From an optimization exercise on the open Yosys and OpenROAD flow, aimed at small area; shortcuts taken in it are not production practice. RTL that was checked went through simulation tests only; none was proved equivalent to the original. Only the layout flow was run in run 3; the RTL was not checked for function there. No activity file was given, so power comes from the tool's default toggle rates.

==> design/flow/config.mk <==
export PLATFORM = sky130hd
export DESIGN_NAME = butterfly_full
export DESIGN_NICKNAME = butterfly_full
export VERILOG_FILES = /design/flow/design.v
export SDC_FILE = /design/flow/constraint.sdc
export NUM_CORES = 4
export LEC_CHECK = 0
export ABC_AREA = 1
export CAP_MARGIN = 20
export CORE_MARGIN = 2
export CORE_UTILIZATION = 60
export CTS_BUF_LIST = sky130_fd_sc_hd__clkbuf_8
export CTS_CLUSTER_DIAMETER = 60
export CTS_CLUSTER_SIZE = 16
export PLACE_DENSITY = 0.75
export SLEW_MARGIN = 20
==> design/flow/constraint.sdc <==
create_clock -name core_clock -period 16.0 [get_ports {clk}]
set_input_delay 3.2000 -clock core_clock [delete_from_list [all_inputs] [get_ports {clk}]]
set_output_delay 3.2000 -clock core_clock [all_outputs]
set_load 0.01 [all_outputs]
==> design/flow/design.v <==
`timescale 1ns / 1ps
module butterfly_full(
    input clk,
    input rstn,
    input CE,
    input [31:0] x0_re_i,
    input [31:0] x0_im_i,
    input [31:0] x1_re_i,
    input [31:0] x1_im_i,
    input [9:0] w_re_i,
    input [9:0] w_im_i,
    output reg [31:0] X0_re_o,
    output reg [31:0] X0_im_o,
    output reg [31:0] X1_re_o,
    output reg [31:0] X1_im_o
    );
function automatic [33:0] rca32;    
    input [31:0] a;
    input [31:0] b;
    input        cin;
    integer i;
    reg c;
    reg [31:0] s;
    reg c31;
    begin
        c = cin;
        c31 = 1'b0;
        for (i = 0; i < 32; i = i + 1) begin
            s[i] = a[i] ^ b[i] ^ c;
            if (i == 31) c31 = c;
            c = (a[i] & b[i]) | (c & (a[i] ^ b[i]));
        end
        rca32 = {c31, c, s};
    end
endfunction
reg [1:0] ph;
always @(posedge clk or negedge rstn) begin
    if (!rstn) ph <= 2'd0;
    else       ph <= ph + 2'd1;
end
wire [31:0] mx = ph[0] ? x1_im_i : x1_re_i;
wire [9:0]  mw = (ph[0] ^ ph[1]) ? w_im_i : w_re_i;
wire        flip = (ph == 2'd1);           
wire        w_m512 = (mw == 10'h200);      
wire [10:0] wb = {mw, 1'b0};
reg  [4:0]  b_neg, b_one, b_two;
integer k;
always @* begin
    for (k = 0; k < 5; k = k + 1) begin
        b_one[k] = wb[2*k+1] ^ wb[2*k];
        b_two[k] = (wb[2*k+2] & ~wb[2*k+1] & ~wb[2*k]) | (~wb[2*k+2] & wb[2*k+1] & wb[2*k]);
        b_neg[k] = wb[2*k+2];
    end
    b_neg[4] = wb[10] & ~w_m512;
    b_neg = b_neg ^ {5{flip}};
end
wire [31:0] mx1 = {mx[30:0], 1'b0};
wire [31:0] pp0 = ((mx & {32{b_one[0]}}) | (mx1 & {32{b_two[0]}})) ^ {32{b_neg[0]}};
wire [31:0] pp1 = (((mx & {32{b_one[1]}}) | (mx1 & {32{b_two[1]}})) ^ {32{b_neg[1]}}) << 2;
wire [31:0] pp2 = (((mx & {32{b_one[2]}}) | (mx1 & {32{b_two[2]}})) ^ {32{b_neg[2]}}) << 4;
wire [31:0] pp3 = (((mx & {32{b_one[3]}}) | (mx1 & {32{b_two[3]}})) ^ {32{b_neg[3]}}) << 6;
wire [31:0] pp4 = (((mx & {32{b_one[4]}}) | (mx1 & {32{b_two[4]}})) ^ {32{b_neg[4]}}) << 8;
wire [4:0] lsb = b_one & {5{mx[0]}};
wire [4:0] crb = b_neg & ~lsb;
wire lsb0 = lsb[0], lsb1 = lsb[1], lsb2 = lsb[2], lsb3 = lsb[3], lsb4 = lsb[4];
wire cr0 = crb[0], cr1 = crb[1], cr2 = crb[2], cr3 = crb[3], cr4 = crb[4];
wire mt_s0 = pp0[1] ^ cr0;
wire mt_c0 = pp0[1] & cr0;
wire mt_s1 = lsb1 ^ pp0[2] ^ mt_c0;
wire mt_c1 = (lsb1 & pp0[2]) | (mt_c0 & (lsb1 ^ pp0[2]));
wire mt_s2 = pp0[3] ^ pp1[3] ^ cr1;
wire mt_c2 = (pp0[3] & pp1[3]) | (cr1 & (pp0[3] ^ pp1[3]));
wire mt_s3 = mt_s2 ^ mt_c1;
wire mt_c3 = mt_s2 & mt_c1;
wire mt_s4 = lsb2 ^ pp0[4] ^ pp1[4];
wire mt_c4 = (lsb2 & pp0[4]) | (pp1[4] & (lsb2 ^ pp0[4]));
wire mt_s5 = mt_s4 ^ mt_c2 ^ mt_c3;
wire mt_c5 = (mt_s4 & mt_c2) | (mt_c3 & (mt_s4 ^ mt_c2));
wire mt_s6 = pp0[5] ^ pp1[5] ^ pp2[5];
wire mt_c6 = (pp0[5] & pp1[5]) | (pp2[5] & (pp0[5] ^ pp1[5]));
wire mt_s7 = cr2 ^ mt_c4 ^ mt_s6;
wire mt_c7 = (cr2 & mt_c4) | (mt_s6 & (cr2 ^ mt_c4));
wire mt_s8 = mt_s7 ^ mt_c5;
wire mt_c8 = mt_s7 & mt_c5;
wire mt_s9 = lsb3 ^ pp0[6] ^ pp1[6];
wire mt_c9 = (lsb3 & pp0[6]) | (pp1[6] & (lsb3 ^ pp0[6]));
wire mt_s10 = pp2[6] ^ mt_c6 ^ mt_s9;
wire mt_c10 = (pp2[6] & mt_c6) | (mt_s9 & (pp2[6] ^ mt_c6));
wire mt_s11 = mt_c7 ^ mt_s10 ^ mt_c8;
wire mt_c11 = (mt_c7 & mt_s10) | (mt_c8 & (mt_c7 ^ mt_s10));
wire mt_s12 = pp0[7] ^ pp1[7] ^ pp2[7];
wire mt_c12 = (pp0[7] & pp1[7]) | (pp2[7] & (pp0[7] ^ pp1[7]));
wire mt_s13 = pp3[7] ^ cr3 ^ mt_c9;
wire mt_c13 = (pp3[7] & cr3) | (mt_c9 & (pp3[7] ^ cr3));
wire mt_s14 = mt_s12 ^ mt_c10 ^ mt_s13;
wire mt_c14 = (mt_s12 & mt_c10) | (mt_s13 & (mt_s12 ^ mt_c10));
wire mt_s15 = mt_s14 ^ mt_c11;
wire mt_c15 = mt_s14 & mt_c11;
wire mt_s16 = lsb4 ^ pp0[8] ^ pp1[8];
wire mt_c16 = (lsb4 & pp0[8]) | (pp1[8] & (lsb4 ^ pp0[8]));
wire mt_s17 = pp2[8] ^ pp3[8] ^ mt_c12;
wire mt_c17 = (pp2[8] & pp3[8]) | (mt_c12 & (pp2[8] ^ pp3[8]));
wire mt_s18 = mt_s16 ^ mt_c13 ^ mt_s17;
wire mt_c18 = (mt_s16 & mt_c13) | (mt_s17 & (mt_s16 ^ mt_c13));
wire mt_s19 = mt_c14 ^ mt_s18 ^ mt_c15;
wire mt_c19 = (mt_c14 & mt_s18) | (mt_c15 & (mt_c14 ^ mt_s18));
wire mt_s20 = pp0[9] ^ pp1[9] ^ pp2[9];
wire mt_c20 = (pp0[9] & pp1[9]) | (pp2[9] & (pp0[9] ^ pp1[9]));
wire mt_s21 = pp3[9] ^ pp4[9] ^ cr4;
wire mt_c21 = (pp3[9] & pp4[9]) | (cr4 & (pp3[9] ^ pp4[9]));
wire mt_s22 = mt_c16 ^ mt_s20 ^ mt_s21;
wire mt_c22 = (mt_c16 & mt_s20) | (mt_s21 & (mt_c16 ^ mt_s20));
wire mt_s23 = mt_c17 ^ mt_s22 ^ mt_c18;
wire mt_c23 = (mt_c17 & mt_s22) | (mt_c18 & (mt_c17 ^ mt_s22));
wire mt_s24 = mt_s23 ^ mt_c19;
wire mt_c24 = mt_s23 & mt_c19;
wire mt_s25 = pp0[10] ^ pp1[10] ^ pp2[10];
wire mt_c25 = (pp0[10] & pp1[10]) | (pp2[10] & (pp0[10] ^ pp1[10]));
wire mt_s26 = pp3[10] ^ pp4[10] ^ mt_c20;
wire mt_c26 = (pp3[10] & pp4[10]) | (mt_c20 & (pp3[10] ^ pp4[10]));
wire mt_s27 = mt_s25 ^ mt_c21 ^ mt_s26;
wire mt_c27 = (mt_s25 & mt_c21) | (mt_s26 & (mt_s25 ^ mt_c21));
wire mt_s28 = mt_c22 ^ mt_s27 ^ mt_c23;
wire mt_c28 = (mt_c22 & mt_s27) | (mt_c23 & (mt_c22 ^ mt_s27));
wire mt_s29 = mt_s28 ^ mt_c24;
wire mt_c29 = mt_s28 & mt_c24;
wire mt_s30 = pp0[11] ^ pp1[11] ^ pp2[11];
wire mt_c30 = (pp0[11] & pp1[11]) | (pp2[11] & (pp0[11] ^ pp1[11]));
wire mt_s31 = pp3[11] ^ pp4[11] ^ mt_c25;
wire mt_c31 = (pp3[11] & pp4[11]) | (mt_c25 & (pp3[11] ^ pp4[11]));
wire mt_s32 = mt_s30 ^ mt_c26 ^ mt_s31;
wire mt_c32 = (mt_s30 & mt_c26) | (mt_s31 & (mt_s30 ^ mt_c26));
wire mt_s33 = mt_c27 ^ mt_s32 ^ mt_c28;
wire mt_c33 = (mt_c27 & mt_s32) | (mt_c28 & (mt_c27 ^ mt_s32));
wire mt_s34 = mt_s33 ^ mt_c29;
wire mt_c34 = mt_s33 & mt_c29;
wire mt_s35 = pp0[12] ^ pp1[12] ^ pp2[12];
wire mt_c35 = (pp0[12] & pp1[12]) | (pp2[12] & (pp0[12] ^ pp1[12]));
wire mt_s36 = pp3[12] ^ pp4[12] ^ mt_c30;
wire mt_c36 = (pp3[12] & pp4[12]) | (mt_c30 & (pp3[12] ^ pp4[12]));
wire mt_s37 = mt_s35 ^ mt_c31 ^ mt_s36;
wire mt_c37 = (mt_s35 & mt_c31) | (mt_s36 & (mt_s35 ^ mt_c31));
wire mt_s38 = mt_c32 ^ mt_s37 ^ mt_c33;
wire mt_c38 = (mt_c32 & mt_s37) | (mt_c33 & (mt_c32 ^ mt_s37));
wire mt_s39 = mt_s38 ^ mt_c34;
wire mt_c39 = mt_s38 & mt_c34;
wire mt_s40 = pp0[13] ^ pp1[13] ^ pp2[13];
wire mt_c40 = (pp0[13] & pp1[13]) | (pp2[13] & (pp0[13] ^ pp1[13]));
wire mt_s41 = pp3[13] ^ pp4[13] ^ mt_c35;
wire mt_c41 = (pp3[13] & pp4[13]) | (mt_c35 & (pp3[13] ^ pp4[13]));
wire mt_s42 = mt_s40 ^ mt_c36 ^ mt_s41;
wire mt_c42 = (mt_s40 & mt_c36) | (mt_s41 & (mt_s40 ^ mt_c36));
wire mt_s43 = mt_c37 ^ mt_s42 ^ mt_c38;
wire mt_c43 = (mt_c37 & mt_s42) | (mt_c38 & (mt_c37 ^ mt_s42));
wire mt_s44 = mt_s43 ^ mt_c39;
wire mt_c44 = mt_s43 & mt_c39;
wire mt_s45 = pp0[14] ^ pp1[14] ^ pp2[14];
wire mt_c45 = (pp0[14] & pp1[14]) | (pp2[14] & (pp0[14] ^ pp1[14]));
wire mt_s46 = pp3[14] ^ pp4[14] ^ mt_c40;
wire mt_c46 = (pp3[14] & pp4[14]) | (mt_c40 & (pp3[14] ^ pp4[14]));
wire mt_s47 = mt_s45 ^ mt_c41 ^ mt_s46;
wire mt_c47 = (mt_s45 & mt_c41) | (mt_s46 & (mt_s45 ^ mt_c41));
wire mt_s48 = mt_c42 ^ mt_s47 ^ mt_c43;
wire mt_c48 = (mt_c42 & mt_s47) | (mt_c43 & (mt_c42 ^ mt_s47));
wire mt_s49 = mt_s48 ^ mt_c44;
wire mt_c49 = mt_s48 & mt_c44;
wire mt_s50 = pp0[15] ^ pp1[15] ^ pp2[15];
wire mt_c50 = (pp0[15] & pp1[15]) | (pp2[15] & (pp0[15] ^ pp1[15]));
wire mt_s51 = pp3[15] ^ pp4[15] ^ mt_c45;
wire mt_c51 = (pp3[15] & pp4[15]) | (mt_c45 & (pp3[15] ^ pp4[15]));
wire mt_s52 = mt_s50 ^ mt_c46 ^ mt_s51;
wire mt_c52 = (mt_s50 & mt_c46) | (mt_s51 & (mt_s50 ^ mt_c46));
wire mt_s53 = mt_c47 ^ mt_s52 ^ mt_c48;
wire mt_c53 = (mt_c47 & mt_s52) | (mt_c48 & (mt_c47 ^ mt_s52));
wire mt_s54 = mt_s53 ^ mt_c49;
wire mt_c54 = mt_s53 & mt_c49;
wire mt_s55 = pp0[16] ^ pp1[16] ^ pp2[16];
wire mt_c55 = (pp0[16] & pp1[16]) | (pp2[16] & (pp0[16] ^ pp1[16]));
wire mt_s56 = pp3[16] ^ pp4[16] ^ mt_c50;
wire mt_c56 = (pp3[16] & pp4[16]) | (mt_c50 & (pp3[16] ^ pp4[16]));
wire mt_s57 = mt_s55 ^ mt_c51 ^ mt_s56;
wire mt_c57 = (mt_s55 & mt_c51) | (mt_s56 & (mt_s55 ^ mt_c51));
wire mt_s58 = mt_c52 ^ mt_s57 ^ mt_c53;
wire mt_c58 = (mt_c52 & mt_s57) | (mt_c53 & (mt_c52 ^ mt_s57));
wire mt_s59 = mt_s58 ^ mt_c54;
wire mt_c59 = mt_s58 & mt_c54;
wire mt_s60 = pp0[17] ^ pp1[17] ^ pp2[17];
wire mt_c60 = (pp0[17] & pp1[17]) | (pp2[17] & (pp0[17] ^ pp1[17]));
wire mt_s61 = pp3[17] ^ pp4[17] ^ mt_c55;
wire mt_c61 = (pp3[17] & pp4[17]) | (mt_c55 & (pp3[17] ^ pp4[17]));
wire mt_s62 = mt_s60 ^ mt_c56 ^ mt_s61;
wire mt_c62 = (mt_s60 & mt_c56) | (mt_s61 & (mt_s60 ^ mt_c56));
wire mt_s63 = mt_c57 ^ mt_s62 ^ mt_c58;
wire mt_c63 = (mt_c57 & mt_s62) | (mt_c58 & (mt_c57 ^ mt_s62));
wire mt_s64 = mt_c59 ^ mt_s63;
wire mt_c64 = mt_c59 & mt_s63;
wire mt_s65 = pp0[18] ^ pp1[18] ^ pp2[18];
wire mt_c65 = (pp0[18] & pp1[18]) | (pp2[18] & (pp0[18] ^ pp1[18]));
wire mt_s66 = pp3[18] ^ pp4[18] ^ mt_c60;
wire mt_c66 = (pp3[18] & pp4[18]) | (mt_c60 & (pp3[18] ^ pp4[18]));
wire mt_s67 = mt_s65 ^ mt_c61 ^ mt_s66;
wire mt_c67 = (mt_s65 & mt_c61) | (mt_s66 & (mt_s65 ^ mt_c61));
wire mt_s68 = mt_c62 ^ mt_s67 ^ mt_c63;
wire mt_c68 = (mt_c62 & mt_s67) | (mt_c63 & (mt_c62 ^ mt_s67));
wire mt_s69 = mt_c64 ^ mt_s68;
wire mt_c69 = mt_c64 & mt_s68;
wire mt_s70 = pp0[19] ^ pp1[19] ^ pp2[19];
wire mt_c70 = (pp0[19] & pp1[19]) | (pp2[19] & (pp0[19] ^ pp1[19]));
wire mt_s71 = pp3[19] ^ pp4[19] ^ mt_c65;
wire mt_c71 = (pp3[19] & pp4[19]) | (mt_c65 & (pp3[19] ^ pp4[19]));
wire mt_s72 = mt_s70 ^ mt_c66 ^ mt_s71;
wire mt_c72 = (mt_s70 & mt_c66) | (mt_s71 & (mt_s70 ^ mt_c66));
wire mt_s73 = mt_c67 ^ mt_s72 ^ mt_c68;
wire mt_c73 = (mt_c67 & mt_s72) | (mt_c68 & (mt_c67 ^ mt_s72));
wire mt_s74 = mt_c69 ^ mt_s73;
wire mt_c74 = mt_c69 & mt_s73;
wire mt_s75 = pp0[20] ^ pp1[20] ^ pp2[20];
wire mt_c75 = (pp0[20] & pp1[20]) | (pp2[20] & (pp0[20] ^ pp1[20]));
wire mt_s76 = pp3[20] ^ pp4[20] ^ mt_c70;
wire mt_c76 = (pp3[20] & pp4[20]) | (mt_c70 & (pp3[20] ^ pp4[20]));
wire mt_s77 = mt_s75 ^ mt_c71 ^ mt_s76;
wire mt_c77 = (mt_s75 & mt_c71) | (mt_s76 & (mt_s75 ^ mt_c71));
wire mt_s78 = mt_c72 ^ mt_s77 ^ mt_c73;
wire mt_c78 = (mt_c72 & mt_s77) | (mt_c73 & (mt_c72 ^ mt_s77));
wire mt_s79 = mt_c74 ^ mt_s78;
wire mt_c79 = mt_c74 & mt_s78;
wire mt_s80 = pp0[21] ^ pp1[21] ^ pp2[21];
wire mt_c80 = (pp0[21] & pp1[21]) | (pp2[21] & (pp0[21] ^ pp1[21]));
wire mt_s81 = pp3[21] ^ pp4[21] ^ mt_c75;
wire mt_c81 = (pp3[21] & pp4[21]) | (mt_c75 & (pp3[21] ^ pp4[21]));
wire mt_s82 = mt_s80 ^ mt_c76 ^ mt_s81;
wire mt_c82 = (mt_s80 & mt_c76) | (mt_s81 & (mt_s80 ^ mt_c76));
wire mt_s83 = mt_c77 ^ mt_s82 ^ mt_c78;
wire mt_c83 = (mt_c77 & mt_s82) | (mt_c78 & (mt_c77 ^ mt_s82));
wire mt_s84 = mt_c79 ^ mt_s83;
wire mt_c84 = mt_c79 & mt_s83;
wire mt_s85 = pp0[22] ^ pp1[22] ^ pp2[22];
wire mt_c85 = (pp0[22] & pp1[22]) | (pp2[22] & (pp0[22] ^ pp1[22]));
wire mt_s86 = pp3[22] ^ pp4[22] ^ mt_c80;
wire mt_c86 = (pp3[22] & pp4[22]) | (mt_c80 & (pp3[22] ^ pp4[22]));
wire mt_s87 = mt_s85 ^ mt_c81 ^ mt_s86;
wire mt_c87 = (mt_s85 & mt_c81) | (mt_s86 & (mt_s85 ^ mt_c81));
wire mt_s88 = mt_c82 ^ mt_s87 ^ mt_c83;
wire mt_c88 = (mt_c82 & mt_s87) | (mt_c83 & (mt_c82 ^ mt_s87));
wire mt_s89 = mt_c84 ^ mt_s88;
wire mt_c89 = mt_c84 & mt_s88;
wire mt_s90 = pp0[23] ^ pp1[23] ^ pp2[23];
wire mt_c90 = (pp0[23] & pp1[23]) | (pp2[23] & (pp0[23] ^ pp1[23]));
wire mt_s91 = pp3[23] ^ pp4[23] ^ mt_c85;
wire mt_c91 = (pp3[23] & pp4[23]) | (mt_c85 & (pp3[23] ^ pp4[23]));
wire mt_s92 = mt_s90 ^ mt_c86 ^ mt_s91;
wire mt_c92 = (mt_s90 & mt_c86) | (mt_s91 & (mt_s90 ^ mt_c86));
wire mt_s93 = mt_c87 ^ mt_s92 ^ mt_c88;
wire mt_c93 = (mt_c87 & mt_s92) | (mt_c88 & (mt_c87 ^ mt_s92));
wire mt_s94 = mt_c89 ^ mt_s93;
wire mt_c94 = mt_c89 & mt_s93;
wire mt_s95 = pp0[24] ^ pp1[24] ^ pp2[24];
wire mt_c95 = (pp0[24] & pp1[24]) | (pp2[24] & (pp0[24] ^ pp1[24]));
wire mt_s96 = pp3[24] ^ pp4[24] ^ mt_c90;
wire mt_c96 = (pp3[24] & pp4[24]) | (mt_c90 & (pp3[24] ^ pp4[24]));
wire mt_s97 = mt_s95 ^ mt_c91 ^ mt_s96;
wire mt_c97 = (mt_s95 & mt_c91) | (mt_s96 & (mt_s95 ^ mt_c91));
wire mt_s98 = mt_c92 ^ mt_s97 ^ mt_c93;
wire mt_c98 = (mt_c92 & mt_s97) | (mt_c93 & (mt_c92 ^ mt_s97));
wire mt_s99 = mt_c94 ^ mt_s98;
wire mt_c99 = mt_c94 & mt_s98;
wire mt_s100 = pp0[25] ^ pp1[25] ^ pp2[25];
wire mt_c100 = (pp0[25] & pp1[25]) | (pp2[25] & (pp0[25] ^ pp1[25]));
wire mt_s101 = pp3[25] ^ pp4[25] ^ mt_c95;
wire mt_c101 = (pp3[25] & pp4[25]) | (mt_c95 & (pp3[25] ^ pp4[25]));
wire mt_s102 = mt_s100 ^ mt_c96 ^ mt_s101;
wire mt_c102 = (mt_s100 & mt_c96) | (mt_s101 & (mt_s100 ^ mt_c96));
wire mt_s103 = mt_c97 ^ mt_s102 ^ mt_c98;
wire mt_c103 = (mt_c97 & mt_s102) | (mt_c98 & (mt_c97 ^ mt_s102));
wire mt_s104 = mt_c99 ^ mt_s103;
wire mt_c104 = mt_c99 & mt_s103;
wire mt_s105 = pp0[26] ^ pp1[26] ^ pp2[26];
wire mt_c105 = (pp0[26] & pp1[26]) | (pp2[26] & (pp0[26] ^ pp1[26]));
wire mt_s106 = pp3[26] ^ pp4[26] ^ mt_c100;
wire mt_c106 = (pp3[26] & pp4[26]) | (mt_c100 & (pp3[26] ^ pp4[26]));
wire mt_s107 = mt_s105 ^ mt_c101 ^ mt_s106;
wire mt_c107 = (mt_s105 & mt_c101) | (mt_s106 & (mt_s105 ^ mt_c101));
wire mt_s108 = mt_c102 ^ mt_s107 ^ mt_c103;
wire mt_c108 = (mt_c102 & mt_s107) | (mt_c103 & (mt_c102 ^ mt_s107));
wire mt_s109 = mt_c104 ^ mt_s108;
wire mt_c109 = mt_c104 & mt_s108;
wire mt_s110 = pp0[27] ^ pp1[27] ^ pp2[27];
wire mt_c110 = (pp0[27] & pp1[27]) | (pp2[27] & (pp0[27] ^ pp1[27]));
wire mt_s111 = pp3[27] ^ pp4[27] ^ mt_c105;
wire mt_c111 = (pp3[27] & pp4[27]) | (mt_c105 & (pp3[27] ^ pp4[27]));
wire mt_s112 = mt_s110 ^ mt_c106 ^ mt_s111;
wire mt_c112 = (mt_s110 & mt_c106) | (mt_s111 & (mt_s110 ^ mt_c106));
wire mt_s113 = mt_c107 ^ mt_s112 ^ mt_c108;
wire mt_c113 = (mt_c107 & mt_s112) | (mt_c108 & (mt_c107 ^ mt_s112));
wire mt_s114 = mt_c109 ^ mt_s113;
wire mt_c114 = mt_c109 & mt_s113;
wire mt_s115 = pp0[28] ^ pp1[28] ^ pp2[28];
wire mt_c115 = (pp0[28] & pp1[28]) | (pp2[28] & (pp0[28] ^ pp1[28]));
wire mt_s116 = pp3[28] ^ pp4[28] ^ mt_c110;
wire mt_c116 = (pp3[28] & pp4[28]) | (mt_c110 & (pp3[28] ^ pp4[28]));
wire mt_s117 = mt_s115 ^ mt_c111 ^ mt_s116;
wire mt_c117 = (mt_s115 & mt_c111) | (mt_s116 & (mt_s115 ^ mt_c111));
wire mt_s118 = mt_c112 ^ mt_s117 ^ mt_c113;
wire mt_c118 = (mt_c112 & mt_s117) | (mt_c113 & (mt_c112 ^ mt_s117));
wire mt_s119 = mt_c114 ^ mt_s118;
wire mt_c119 = mt_c114 & mt_s118;
wire mt_s120 = pp0[29] ^ pp1[29] ^ pp2[29];
wire mt_c120 = (pp0[29] & pp1[29]) | (pp2[29] & (pp0[29] ^ pp1[29]));
wire mt_s121 = pp3[29] ^ pp4[29] ^ mt_c115;
wire mt_c121 = (pp3[29] & pp4[29]) | (mt_c115 & (pp3[29] ^ pp4[29]));
wire mt_s122 = mt_s120 ^ mt_c116 ^ mt_s121;
wire mt_c122 = (mt_s120 & mt_c116) | (mt_s121 & (mt_s120 ^ mt_c116));
wire mt_s123 = mt_c117 ^ mt_s122 ^ mt_c118;
wire mt_c123 = (mt_c117 & mt_s122) | (mt_c118 & (mt_c117 ^ mt_s122));
wire mt_s124 = mt_c119 ^ mt_s123;
wire mt_c124 = mt_c119 & mt_s123;
wire mt_s125 = pp0[30] ^ pp1[30] ^ pp2[30];
wire mt_c125 = (pp0[30] & pp1[30]) | (pp2[30] & (pp0[30] ^ pp1[30]));
wire mt_s126 = pp3[30] ^ pp4[30] ^ mt_c120;
wire mt_c126 = (pp3[30] & pp4[30]) | (mt_c120 & (pp3[30] ^ pp4[30]));
wire mt_s127 = mt_s125 ^ mt_c121 ^ mt_s126;
wire mt_c127 = (mt_s125 & mt_c121) | (mt_s126 & (mt_s125 ^ mt_c121));
wire mt_s128 = mt_c122 ^ mt_s127 ^ mt_c123;
wire mt_c128 = (mt_c122 & mt_s127) | (mt_c123 & (mt_c122 ^ mt_s127));
wire mt_s129 = mt_c124 ^ mt_s128;
wire mt_c129 = mt_c124 & mt_s128;
wire mt_s130 = pp0[31] ^ pp1[31] ^ pp2[31];
wire mt_s131 = pp3[31] ^ pp4[31] ^ mt_c125;
wire mt_s132 = mt_s130 ^ mt_c126 ^ mt_s131;
wire mt_s133 = mt_c127 ^ mt_s132 ^ mt_c128;
wire mt_s134 = mt_c129 ^ mt_s133;
wire [31:0] prod = {mt_s134, mt_s129, mt_s124, mt_s119, mt_s114, mt_s109, mt_s104, mt_s99, mt_s94, mt_s89, mt_s84, mt_s79, mt_s74, mt_s69, mt_s64, mt_s59, mt_s54, mt_s49, mt_s44, mt_s39, mt_s34, mt_s29, mt_s24, mt_s19, mt_s15, mt_s11, mt_s8, mt_s5, mt_s3, mt_s1, mt_s0, lsb0};
reg [31:0] pa;
reg [23:0] pb_hi;
reg        zlo_c, zlo_nz;
wire [33:0] zlo_r = rca32({24'd0, pa[7:0]}, {24'd0, prod[7:0]}, 1'b0);
wire [8:0] zlo = zlo_r[8:0];
always @(posedge clk) begin
    pa     <= prod;
    pb_hi  <= pa[31:8];
    zlo_c  <= zlo[8];
    zlo_nz <= |zlo[7:0];
end
wire        zim  = ~ph[1];
wire [23:0] zr;                       
wire [33:0] zr_r = rca32({8'd0, pb_hi}, {8'd0, pa[31:8]}, zlo_c);
assign zr = zr_r[23:0];
wire        ii_nonneg = pa[31] & (|pa[30:0]);
wire        sat_neg = pb_hi[23] & pa[31] & ~zr[23] & (zim | ii_nonneg);
wire        sat_pos = zim & ~pb_hi[23] & ~pa[31] & zr[23];
wire        sat = sat_neg | sat_pos;
wire [23:0] zq = sat ? {~zr[23], {23{zr[23]}}} : zr;
wire        zrnd = zr[23] & zlo_nz & ~sat_pos;
reg [23:0] zs_re, zs_im;
reg        rn_re, rn_im;
always @(posedge clk) begin
    if (ph == 2'd2) begin
        zs_re <= zq;
        rn_re <= zrnd;
    end
    if (ph == 2'd0) begin
        zs_im <= zq;
        rn_im <= zrnd;
    end
end
function automatic [32:0] add_sx;
    input [31:0] x;
    input [22:0] y;
    input        ys;
    input        cin;
    reg [33:0] lo;
    reg        c23, all1, all0, c;
    reg [31:0] r;
    integer i;
    begin
        lo = rca32({9'd0, x[22:0]}, {9'd0, y}, cin);
        c23 = lo[23];
        r = lo[31:0];
        all1 = 1'b1;
        all0 = 1'b1;
        for (i = 23; i < 32; i = i + 1) begin
            c = ys ? (c23 | ~all0) : (c23 & all1);
            r[i] = x[i] ^ ys ^ c;
            all1 = all1 & x[i];
            all0 = all0 & ~x[i];
        end
        add_sx = {c23, r};
    end
endfunction
wire [32:0] a0r = add_sx(x0_re_i,  zs_re[22:0],  zs_re[23],  rn_re);
wire [32:0] a0i = add_sx(x0_im_i,  zs_im[22:0],  zs_im[23],  rn_im);
wire [32:0] a1r = add_sx(x0_re_i, ~zs_re[22:0], ~zs_re[23], ~rn_re);
wire [32:0] a1i = add_sx(x0_im_i, ~zs_im[22:0], ~zs_im[23], ~rn_im);
wire re_hi1 = &x0_re_i[30:23], re_hi0 = ~|x0_re_i[30:23];
wire im_hi1 = &x0_im_i[30:23], im_hi0 = ~|x0_im_i[30:23];
wire p0r = ~zs_re[23] & ~x0_re_i[31] & re_hi1 &  a0r[32];
wire n0r =  zs_re[23] &  x0_re_i[31] & re_hi0 & ~a0r[32];
wire p0i = ~zs_im[23] & ~x0_im_i[31] & im_hi1 &  a0i[32];
wire n0i =  zs_im[23] &  x0_im_i[31] & im_hi0 & ~a0i[32];
wire n1r = ~zs_re[23] & x0_re_i[31] & re_hi0 & ~a1r[32];
wire n1i = ~zs_im[23] & x0_im_i[31] & im_hi0 & ~a1i[32];
wire [31:0] X0_re = p0r ? 32'h7fffffff : n0r ? 32'h80000000 : a0r[31:0];
wire [31:0] X0_im = p0i ? 32'h7fffffff : n0i ? 32'h80000000 : a0i[31:0];
wire [31:0] X1_re = n1r ? 32'h80000000 : a1r[31:0];
wire [31:0] X1_im = n1i ? 32'h80000000 : a1i[31:0];
always @(posedge clk or negedge rstn) begin
    if (!rstn) begin
        X0_re_o <= 32'd0;
        X0_im_o <= 32'd0;
        X1_re_o <= 32'd0;
        X1_im_o <= 32'd0;
    end
    else if (CE) begin
        X0_re_o <= X0_re;
        X0_im_o <= X0_im;
        X1_re_o <= X1_re;
        X1_im_o <= X1_im;
    end
end
endmodule
==> design/flow/flow/run.sh <==
#!/bin/bash
# The standard layout, with the smallest buffer cell for the port buffers.
set -euo pipefail
bash standard.sh BUFFER_PORTS_ARGS="-buffer_cell sky130_fd_sc_hd__buf_1" finish > standard_flow.log 2>&1
==> design/flow/standard.sh <==
#!/bin/bash
# synth_recipe.tcl (not shown) runs the flow's synth.tcl, then flattens the netlist and writes it again
# the make line also repeats each setting of config.mk as NAME=value (left out here)
make -C /OpenROAD-flow-scripts/flow DESIGN_CONFIG=/design/flow/config.mk WORK_HOME=/design/flow/orfs CLKGATE_MAP_FILE= SYNTH_SCRIPT=/design/flow/synth_recipe.tcl "${@:-finish}"
==> results.txt, run 1 <==
CTS root buf = clkbuf_8
final instance area = 19800 sq um
drt drc = 0
async set or reset register ratio after synthesis = 54.6%
unrepaired setup endpoints after global routing = false
commonest non-fill, non-tap cell in the layout = buf_1
Yosys top cell area share = 25.5%
most frequent cells in the layout = buf_1 (276), nand2_1 (249), inv_1 (246)
initial antenna violation count = 1
Main synth FF type = dfrtp_1
Starting Density = 60.7%
critical path launch point type = primary input
Worst-Margin Slew = 0.958 ns
Setup crit end kind = flip-flop
final WL = 44.2 mm
Nets = 2468
Worst-Skew Late Latency = 0.54 ns
largest net degree at the start of global routing = 75
CTS hold repair buffers = 0
WL/cell = 18.0 um
post-DP HPWL = 34.8 mm
Max VDD drop = 85.2 uV
Ys Warns = 1
cell taking the most area after synthesis = fa_1
H-tree levels = 1
Final Cycle Share = 95.5%
CP max stage delay = 0.48 ns
Horiz. Die Dim = 177 um
Port Buffers = 278
Avg Inst Size Synth = 10.0 sq um
setup bufs post-CTS = 0
worst-path fanout max = 4
fin worst setup slack = 0.725 ns
hold crit path type = reg2reg
vias in the first global route = 13.8k
top cells by area, synth = fa_1 (26%), dfrtp_1 (18%), edfxtp_1 (8.4%)
Critical Path AT = 15.69 ns
Synthesized Nets = 2198
Min Clock Period, post-route = 15.28 ns
area of the mapped netlist = 17900 sq um
pre-CTS setup slack = 0.219 ns
Hold Path Stages = 0
PD cells = 160 nW/um^2
slowest cell on the critical path = fa_1
share of layout cells above drive strength 1 = 6.25%
DR iter-0 viols = 1007
Area Overhead vs Synth = 10.6%
Max Cap Violations = 0
die height = 177 um
Post-synth EDFFs = 50
vias = 13.6k
# IOs = 279
TNS Setup = 0 ns
CTS Buf Count = 18
Max clock buf depth = 3
# setup viols final = 0
Crit path required time = 16.42 ns
CTS tree = yes
Fin Clk Skew = 0.0358 ns
Reg2Reg Depth = 43
Slew Viols, Final = 0
Yosys cell types = 46
static leakage = 0.00923 uW
post-synthesis sequential area ratio = 33.1%
fmax = 65.5 MHz
status = complete, no violations
row count = 63
fillers = 2424
clock slew seen by the registers of the worst setup and hold paths = 0.09 ns
Post-CTS Resized = 0
worst relative slew slack = 34.3%
Total GRT Usage = 28.8%
Synth Instances = 1782
gpl congestion = 0.930
DIE AREA = 31200 sq um
CORE AREA = 29500 sq um
Final Hold Fails = 0
vias per cell = 5.55
first-pass GRT wire length = 71.6 mm
global route overflow = 0
Routed Antenna Nets = 0
# clock sinks = 238
synthesis-stage register bit count = 238
WS Path Type = in2reg
placed inst area = 19400 sq um
Most common cell on crit path = fa_1
total iterations of the first detailed-routing run = 7
==> path summary, 6_finish.rpt <==
path | slack, ns | start | endpoint
worst max-delay path | 0.72 | w_im_i[1] | pa[31]
worst max register to register | 2.10 | ph[1] | pa[31]
worst min-delay path | 0.37 | pa[26] | pb_hi[18]
max in group asynchronous | 11.79 | rstn | X1_re_o[10]
min in group asynchronous | 2.77 | rstn | X0_im_o[24]
worst min register to register | 0.37 | pa[26] | pb_hi[18]
==> worst max-delay path, delay by kind of cell <==
| kind | cells | cell delay (ns) |
|---|---|---|
| AND/OR/NAND/NOR | 6 | 0.55 |
| adder cells (fa/ha/maj) | 26 | 10.39 |
| AO/OA/AOI/OAI | 2 | 0.37 |
| XOR/XNOR | 5 | 0.93 |
| buffers and inverters | 3 | 0.20 |
==> metal layers <==
metal  vias up  part of all wire (%)  track usage (%)
met5         -                     0                0
met4         0                   2.1             6.23
met3        74                   6.5             3.31
met2       538                    50             50.4
met1      6716                    42             39.1
li1       6305                     -                -
==> cells by family (layout without fill, tap and decap cells) <==
logic type,after synthesis,after routing,share of synthesized area [%]
flip-flops,238,238,33.1
XOR/XNOR,176,176,8.87
buffers and inverters,326,608,7.30
AND/OR/NAND/NOR,437,437,10.3
adder cells (fa/ha/maj),265,265,28.1
other,0,1,0
multiplexers,23,23,1.29
AO/OA/AOI/OAI,317,317,11.0
==> state kept, by name, summed over array words and instances, names as in the netlist <==
signal,flops
zs_re,24
X0_im_o,32
rn_re,1
ph,2
X1_re_o,32
zlo_nz,1
pb_hi,24
zs_im,24
X0_re_o,32
rn_im,1
zlo_c,1
X1_im_o,32
pa,32
==> through the flow <==
| stage | util [%] | hold slack [ns] | total power, uW | std cells |
|---|---|---|---|---|
| final | 67.1 | 0.371 | 3170 | 2455 |
| after global routing | 67.1 | 0.381 | 3520 | 2454 |
| after CTS | 67.0 | 0.375 | 3200 | 2453 |
| after detailed placement | 65.9 | 0.373 | 2900 | 2421 |
| after global placement | 65.9 | 0.381 | 2820 | 2421 |
| after floorplan | - | 0.351 | 2330 | 1782 |
==> Yosys cell counts (2+ instances only) <==
cell        n
xor2_4      2
clkinv_1    3
o21ai_1     2
nand3b_1    2
nand2_2     6
ha_1       37
buf_6       4
xor2_1    162
nor3_1      5
mux2i_1    23
edfxtp_1   50
dfxtp_1    58
nand4_1     8
inv_2       4
buf_2      27
inv_1     235
fa_1      228
o22ai_1   133
nor4_1      8
buf_1       3
o21ai_0    54
a22oi_1     2
dfrtp_1   130
a31oi_1     2
nor2_1     86
nand3_1    39
a21oi_1    69
a22o_1     45
nand2_1   250
xnor2_1    11
o211ai_1    4
nor2_2      2
clkbuf_1   47
or2_2      29
==> report_power, final <==
| part | leakage (uW) | internal [uW] | switching, uW |
|---|---|---|---|
| clock network | 0.000205 | 112 | 190 |
| logic | 0.00658 | 769 | 1080 |
| registers | 0.00245 | 908 | 115 |
==> final cells by class <==
cell class | instances | area (sq um) | share of cell area, %
multi-input cells | 1218 | 10700 | 53.9
flip-flops and latches | 238 | 5920 | 29.9
repair buffers | 333 | 1470 | 7.43
inverters | 243 | 915 | 4.63
well taps | 390 | 488 | 2.47
clock buffers | 19 | 262 | 1.32
clock inverters | 13 | 53.8 | 0.272
diodes | 1 | 2.50 | 0.0127
==> run 2: changes to the inputs <==
==> design/flow/config.mk (replaced) <==
export PLATFORM = sky130hd
export DESIGN_NAME = butterfly_full
export DESIGN_NICKNAME = butterfly_full
export VERILOG_FILES = /design/flow/design.v
export SDC_FILE = /design/flow/constraint.sdc
export NUM_CORES = 4
export LEC_CHECK = 0
export CAP_MARGIN = 20
export CORE_MARGIN = 2
export CORE_UTILIZATION = 60
export CTS_BUF_LIST = sky130_fd_sc_hd__clkbuf_4
export CTS_CLUSTER_DIAMETER = 40
export CTS_CLUSTER_SIZE = 10
export PLACE_DENSITY = 0.75
export SLEW_MARGIN = 20
==> run 2 against run 1 <==
Net effect: critical endpoint unchanged; cell count fell by 2.4%; sequential share of layout area fell by 0.81 points; clock-buffer cell count rose by 25; maximum frequency fell by 0.89%; worst hold slack got worse by 0.0055 ns; sequential power barely moved; setup slack got worse by 0.14 ns.
==> results.txt, run 2 <==
Min Clock Period, post-route = 15.41 ns
Synth Instances = 1718
CP max stage delay = 0.49 ns
launch point of the worst reg-to-reg path = ph[1]
Avg Inst Size Synth = 10.7 sq um
fmax = 64.9 MHz
Placed Cells = 2336
cell taking the most area after synthesis = fa_1
post-DP HPWL = 34.6 mm
Max VDD drop = 102 uV
# IOs = 279
DIE AREA = 32000 sq um
Most common cell on crit path = fa_1
top cells by area, synth = fa_1 (25%), dfrtp_1 (18%), edfxtp_1 (8.2%)
final std cells w/o fill = 2395
Final Cycle Share = 96.3%
Crit path required time = 16.55 ns
first-pass GRT wire length = 70.8 mm
Horiz. Die Dim = 179 um
area of the mapped netlist = 18300 sq um
Ys Warns = 1
status = complete, no violations
vias per cell = 5.65
Post-CTS Resized = 0
Max clock buf depth = 3
Routed Antenna Nets = 0
Tot Pwr = 3260 uW
# clock sinks = 238
total iterations of the first detailed-routing run = 5
gpl congestion = 0.947
Main synth FF type = dfrtp_1
final WL = 44.6 mm
placed inst area = 19800 sq um
row count = 64
Nets = 2389
clock slew seen by the registers of the worst setup and hold paths = 0.11 ns
final instance area = 20300 sq um
CTS hold repair buffers = 0
Combinational Power Share = 56.9%
setup bufs post-CTS = 0
Final Hold Fails = 0
crit path from = w_re_i[1]
unrepaired setup endpoints after global routing = false
WL/cell = 18.6 um
CTS Buf Count = 31
async set or reset register ratio after synthesis = 54.6%
HP Start = pa[8]
sw power = 1410 uW
CORE AREA = 30300 sq um
global route overflow = 0
H-tree levels = 1
post-synthesis sequential area ratio = 32.3%
vias in the first global route = 13.7k
Total GRT Usage = 28.3%
slowest cell on the critical path = fa_1
Synthesized Nets = 2134
PD cells = 161 nW/um^2
Post-synth EDFFs = 50
die height = 179 um
Area Overhead vs Synth = 10.8%
hold crit path type = reg2reg
synth cell count leaders = fa_1 (228), inv_1 (220), dfrtp_1 (130)
switch share = 43.2%
DR iter-0 viols = 1179
drt drc = 0
worst relative slew slack = 34.9%
Yosys cell types = 64
share of layout cells above drive strength 1 = 7.81%
critical path launch point type = primary input
static leakage = 0.00860 uW
Worst-Margin Slew = 0.977 ns
Max Cap Violations = 0
cell internal pwr = 1850 uW
clock share of power = 11.9%
Worst-Skew Late Latency = 0.70 ns
largest net degree at the start of global routing = 84
synthesis-stage register bit count = 238
commonest non-fill, non-tap cell in the layout = buf_1
Starting Density = 60.4%
utilization after layout = 67.0%
Port Buffers = 278
top-count cell post-synth = fa_1
initial antenna violation count = 3
most frequent cells in the layout = buf_1 (276), fa_1 (228), inv_1 (220)
fillers = 2404
Slew Viols, Final = 0
Critical Path AT = 15.96 ns
Yosys top cell area share = 24.9%
worst-path fanout max = 5
CTS tree = yes
vias = 13.5k
Setup crit end kind = flip-flop
# setup viols final = 0
WS Path Type = in2reg
CTS root buf = clkbuf_4
Sequential Power Share = 31.2%
Fin Clk Skew = 0.0387 ns
==> run 2: cell count changes in the layout (fill, tap and decap cells not counted), sizes merged, moves of 33 or more <==
| cell | previous run | this run |
|---|---|---|
| a21oi | 69 | 19 |
| a22o | 45 | 2 |
| a22oi | 2 | 101 |
| mux2 | 0 | 34 |
| nand2 | 257 | 121 |
| nand3 | 39 | 6 |
| o21ai | 58 | 109 |
| o22a | 0 | 62 |
| o22ai | 133 | 31 |
| xnor2 | 11 | 92 |
| xor2 | 165 | 125 |
==> run 2: path summary, 6_finish.rpt <==
check / to / slack, ns / cells past startpoint
worst max-delay path: pa[31] / 0.59 / 39
worst min-delay path: pb_hi[0] / 0.37 / 0
worst max register to register: pa[31] / 1.85 / 41
worst min register to register: pb_hi[0] / 0.37 / 0
max in group asynchronous: ph[1] / 12.20 / 2
min in group asynchronous: X0_re_o[31] / 2.57 / 1
==> run 2: routing by layer <==
| layer | track usage [%] | routed length [um] |
|---|---|---|
| met5 | 0 | 13 |
| met4 | 9.96 | 1450 |
| met3 | 3.33 | 3020 |
| met2 | 48.7 | 22300 |
| met1 | 37.2 | 17900 |
==> run 2: cells by family (layout without fill, tap and decap cells) <==
group	after synthesis	in the layout	synth area share, %
flops	238	238	32.3
simple gates	277	277	6.82
xor+xnor	219	219	10.8
mux	51	51	3.12
fa+ha+maj	265	265	27.4
buf+inv	324	603	7.04
compound gates	344	344	12.6
other cells	0	2	0
==> run 2: critical path, delay by kind of cell <==
family          cells  cell delay (ns)
simple gates        2             0.18
mux                 1             0.32
xor+xnor            7             1.38
fa+ha+maj          26            10.48
buf+inv             2             0.16
compound gates      1             0.22
==> run 2: power by group through the flow <==
stage	Clock, uW	Combinational [uW]	Sequential (uW)
after floorplan	0	1250	1030
after global placement	0	1770	1020
after detailed placement	0	1860	1030
after CTS	400	1870	1020
after global routing	426	2140	1040
final	390	1860	1020
==> run 2: stage by stage <==
| stage | TNS [ns] | hold WS [ns] | setup WS, ns |
|---|---|---|---|
| 2_1_floorplan | 0 | 0.351 | 0.138 |
| 3_3_place_gp | 0 | 0.369 | 0.168 |
| 5_1_grt | 0 | 0.372 | 0.160 |
| 6_report | 0 | 0.365 | 0.588 |
| 3_5_place_dp | -0.0412 | 0.376 | -0.0412 |
| 4_1_cts | 0 | 0.368 | 0.699 |
==> run 2: final cells by class <==
type | instances | area (sq um) | share of cell area (%)
Multi-Input combinational cell | 1156 | 11200 | 55.1
Sequential cell | 238 | 5920 | 29.1
Timing Repair Buffer | 325 | 1410 | 6.93
Inverter | 221 | 830 | 4.08
Tap cell | 396 | 495 | 2.44
Clock buffer | 44 | 330 | 1.63
Clock inverter | 13 | 136 | 0.671
Antenna cell | 2 | 5.00 | 0.0246
==> run 3: changes to the inputs <==
--- a/design/flow/design.v
+++ b/design/flow/design.v
@@ -369,27 +369,18 @@
     input        ys;
     input        cin;
+    reg [33:0] r;
     reg [33:0] lo;
-    reg        c23, all1, all0, c;
-    reg [31:0] r;
-    integer i;
     begin
+        r  = rca32(x, {{9{ys}}, y}, cin);
         lo = rca32({9'd0, x[22:0]}, {9'd0, y}, cin);
-        c23 = lo[23];
-        r = lo[31:0];
-        all1 = 1'b1;
-        all0 = 1'b1;
-        for (i = 23; i < 32; i = i + 1) begin
-            c = ys ? (c23 | ~all0) : (c23 & all1);
-            r[i] = x[i] ^ ys ^ c;
-            all1 = all1 & x[i];
-            all0 = all0 & ~x[i];
-        end
-        add_sx = {c23, r};
+        add_sx = {lo[23], r[31:0]};
     end
 endfunction
 wire [32:0] a0r = add_sx(x0_re_i,  zs_re[22:0],  zs_re[23],  rn_re);
 wire [32:0] a0i = add_sx(x0_im_i,  zs_im[22:0],  zs_im[23],  rn_im);
-wire [32:0] a1r = add_sx(x0_re_i, ~zs_re[22:0], ~zs_re[23], ~rn_re);
-wire [32:0] a1i = add_sx(x0_im_i, ~zs_im[22:0], ~zs_im[23], ~rn_im);
+wire [32:0] a1r_n = add_sx(~x0_re_i, zs_re[22:0], zs_re[23], rn_re);
+wire [32:0] a1i_n = add_sx(~x0_im_i, zs_im[22:0], zs_im[23], rn_im);
+wire [32:0] a1r = {~a1r_n[32], ~a1r_n[31:0]};
+wire [32:0] a1i = {~a1i_n[32], ~a1i_n[31:0]};
 wire re_hi1 = &x0_re_i[30:23], re_hi0 = ~|x0_re_i[30:23];
 wire im_hi1 = &x0_im_i[30:23], im_hi0 = ~|x0_im_i[30:23];
==> design/flow/config.mk (replaced) <==
export PLATFORM = sky130hd
export DESIGN_NAME = butterfly_full
export DESIGN_NICKNAME = butterfly_full
export VERILOG_FILES = /design/flow/design.v
export SDC_FILE = /design/flow/constraint.sdc
export NUM_CORES = 4
export LEC_CHECK = 0
export ABC_AREA = 1
export CAP_MARGIN = 20
export CORE_MARGIN = 2
export CORE_UTILIZATION = 60
export CTS_BUF_LIST = sky130_fd_sc_hd__clkbuf_8
export CTS_CLUSTER_DIAMETER = 60
export CTS_CLUSTER_SIZE = 16
export PLACE_DENSITY = 0.75
export SLEW_MARGIN = 20
==> run 3 against run 2 <==
Net effect: synthesized cell count up 4.4%; highest routed layer is now met4; register-to-register slack better by 0.11 ns; combinational power about the same; sequential share of layout area up 0.67 points; clock power down 22%; die area down 1.5%; total power down 2.6%; routed wire length down 5.8%; area after synthesis down 1.5%; worst hold slack worse by 0.0053 ns; final area down 2.2%; critical endpoint is now X1_re_o[30]; critical path type unchanged; first-iteration DRC count down 4.5%; largest power group unchanged.
==> results.txt, run 3 <==
Buf+Inv Stages, Crit Path = 2
final std cells w/o fill = 2454
Max Cap Violations = 0
DR iter-0 viols = 1126
Port Buffers = 278
top cells by area, synth = fa_1 (29%), dfrtp_1 (18%), edfxtp_1 (8.3%)
status = complete, no violations
setup bufs post-CTS = 0
fmax = 64.7 MHz
top-count cell post-synth = nand2_1
post-synthesis sequential area ratio = 32.8%
async set or reset register ratio after synthesis = 54.6%
Crit path required time = 16.41 ns
Slew Viols, Final = 0
synth cell count leaders = nand2_1 (309), fa_1 (258), inv_1 (255)
vias per cell = 5.53
CTS Buf Count = 18
xor and xnor fraction of the mapped netlist area = 6.75%
Routed Antenna Nets = 0
Worst-Margin Slew = 1.12 ns
Yosys cell types = 41
worst-path fanout max = 2
Hold Path Stages = 0
Post-CTS Resized = 0
Starting Density = 60.9%
H-tree levels = 1
PD cells = 160 nW/um^2
Setup crit end kind = flip-flop
Horiz. Die Dim = 177 um
Max clock buf depth = 3
setup slack, reg-to-reg = 1.96 ns
synthesis-stage register bit count = 238
most frequent cells in the layout = nand2_1 (309), buf_1 (276), inv_1 (267)
Nets = 2498
CTS tree = yes
vias = 13.6k
Antenna Diode Count = 0
clock slew seen by the registers of the worst setup and hold paths = 0.10 ns
# setup viols final = 0
DIE AREA = 31500 sq um
Post-Synth Adder-Cell Area = 31.2%
routed wl met3 = 3.09 mm
CTS root buf = clkbuf_8
TNS Setup = 0 ns
cell taking the most area after synthesis = fa_1
WS Path Type = in2reg
Synth Area in Compound Gates = 9.91%
CTS hold repair buffers = 0
Main synth FF type = dfrtp_1
Synth Area in Simple Gates = 10.3%
area of the mapped netlist = 18100 sq um
initial antenna violation count = 1
Total GRT Usage = 27.2%
Synth Instances = 1793
post-DP HPWL = 32.8 mm
Metal-1 WL = 16.7 mm
commonest non-fill, non-tap cell in the layout = nand2_1
Avg Inst Size Synth = 10.1 sq um
Yosys top cell area share = 28.6%
CP delay by family, top = adder cells
slowest cell on the critical path = fa_1
gpl congestion = 0.942
die height = 177 um
Fin Clk Skew = 0.0220 ns
total iterations of the first detailed-routing run = 6
global route overflow = 0
Placed Cells = 2422
met2 WL post-DR = 20.8 mm
vias in the first global route = 14.0k
Critical Path AT = 15.86 ns
share of layout cells above drive strength 1 = 5.52%
Most common cell on crit path = fa_1
Post-synth EDFFs = 50
Area Overhead vs Synth = 10.0%
first-pass GRT wire length = 68.6 mm
row count = 63
CORE AREA = 29600 sq um
largest net degree at the start of global routing = 95
hold crit path type = reg2reg
unrepaired setup endpoints after global routing = false
static leakage = 0.00923 uW
# IOs = 279
drt drc = 0
Ys Warns = 1
Synthesized Nets = 2239
CP max stage delay = 0.45 ns
main combinational cell family by area after synthesis = adder cells
multiplexer area fraction after synthesis = 1.27%
uppermost routed layer = met4
Min Clock Period, post-route = 15.45 ns
Final Hold Fails = 0
Final Cycle Share = 96.6%
worst relative slew slack = 22.9%
final WL = 42.0 mm
# clock sinks = 238
WL/cell = 17.1 um
Worst-Skew Late Latency = 0.53 ns
Reg2Reg Depth = 50
Max VDD drop = 80.6 uV
WP depth = 34
critical path launch point type = primary input
==> run 3: cells by family (layout without fill, tap and decap cells) <==
logic type               count (synthesis)  after routing
XOR/XNOR                               137            137
flip-flops                             238            238
AO/OA/AOI/OAI                          307            307
adder cells (fa/ha/maj)                295            295
AND/OR/NAND/NOR                        443            443
multiplexers                            23             23
buffers and inverters                  350            621
==> run 3: layout make-up <==
type	count	area, sq um
flip-flops and latches	238	5920
clock inverters	12	45.0
inverters	264	991
repair buffers	325	1400
multi-input cells	1205	10700
fillers	2355	9770
clock buffers	20	275
well taps	390	488
==> run 3: final timing paths <==
check,from,endpoint
setup / recovery,x0_re_i[0],X1_re_o[30]
hold / removal,pa[8],pb_hi[0]
setup reg to reg,ph[0],pa[31]
hold reg to reg,pa[8],pb_hi[0]
max in group asynchronous,rstn,X0_im_o[16]
min in group asynchronous,rstn,X1_re_o[25]
==> run 3: metrics by stage <==
step	hold slack, ns	instance area (sq um)	util (%)	setup WS (ns)	power (uW)
6_report	0.360	19900	67.0	0.550	3180
3_3_place_gp	0.362	19500	65.9	0.248	2810
2_1_floorplan	0.351	18100	-	0.803	2310
4_1_cts	0.357	19900	67.0	0.578	3220
3_5_place_dp	0.367	19500	65.9	0.0267	2910
5_1_grt	0.362	19900	67.0	0.112	3550
==> run 3: report_power, final <==
part / leakage [uW] / total [uW] / switching (uW) / internal, uW
clock network: 0.000208 / 303 / 187 / 116
registers: 0.00245 / 1020 / 107 / 910
logic: 0.00657 / 1860 / 1110 / 744
total: 0.00923 / 3180 / 1410 / 1770
==> run 3: per-layer routing <==
layer,global-route usage [%],up-vias
met5,0,-
met4,10.4,0
met3,2.74,101
met2,46.7,609
met1,36.0,6642
li1,-,6229

==> static timing again, ports no longer ideal <==
No port has a modelled driver above. Below, the same layouts with a new extraction and two added sets of constraints.
Step 1 assumes that a clkbuf_16 drives the clock port and a buf_2 every other input.
Step 2 times the ports against the registers' clock, not the clock port: input delays grow and output delays shrink by t, the midpoint of the rising clock arrivals with the driver on.
a / b / c = ideal ports / drivers / drivers and shift; a / b = the first two.
run | t, ns | slack for setup (ns) | worst hold slack (ns) | worst slew at a driven data input, ns | pins driven straight from the clock port
run 1 | 0.570 | 0.725 / 0.742 / 0.172 | 0.371 / 0.371 / 0.371 | 0.09 | 1
run 2 | 0.718 | 0.588 / 0.604 / -0.115 | 0.365 / 0.365 / 0.365 | 0.08 | 1
run 3 | 0.555 | 0.550 / 0.571 / 0.016 | 0.360 / 0.360 / 0.360 | 0.08 | 1
With both steps, setup timing fails in run 2, where it was met with ideal ports. For run 2, which loses most, drivers alone change the setup slack by +0.016 ns; drivers and shift together by -0.703 ns.
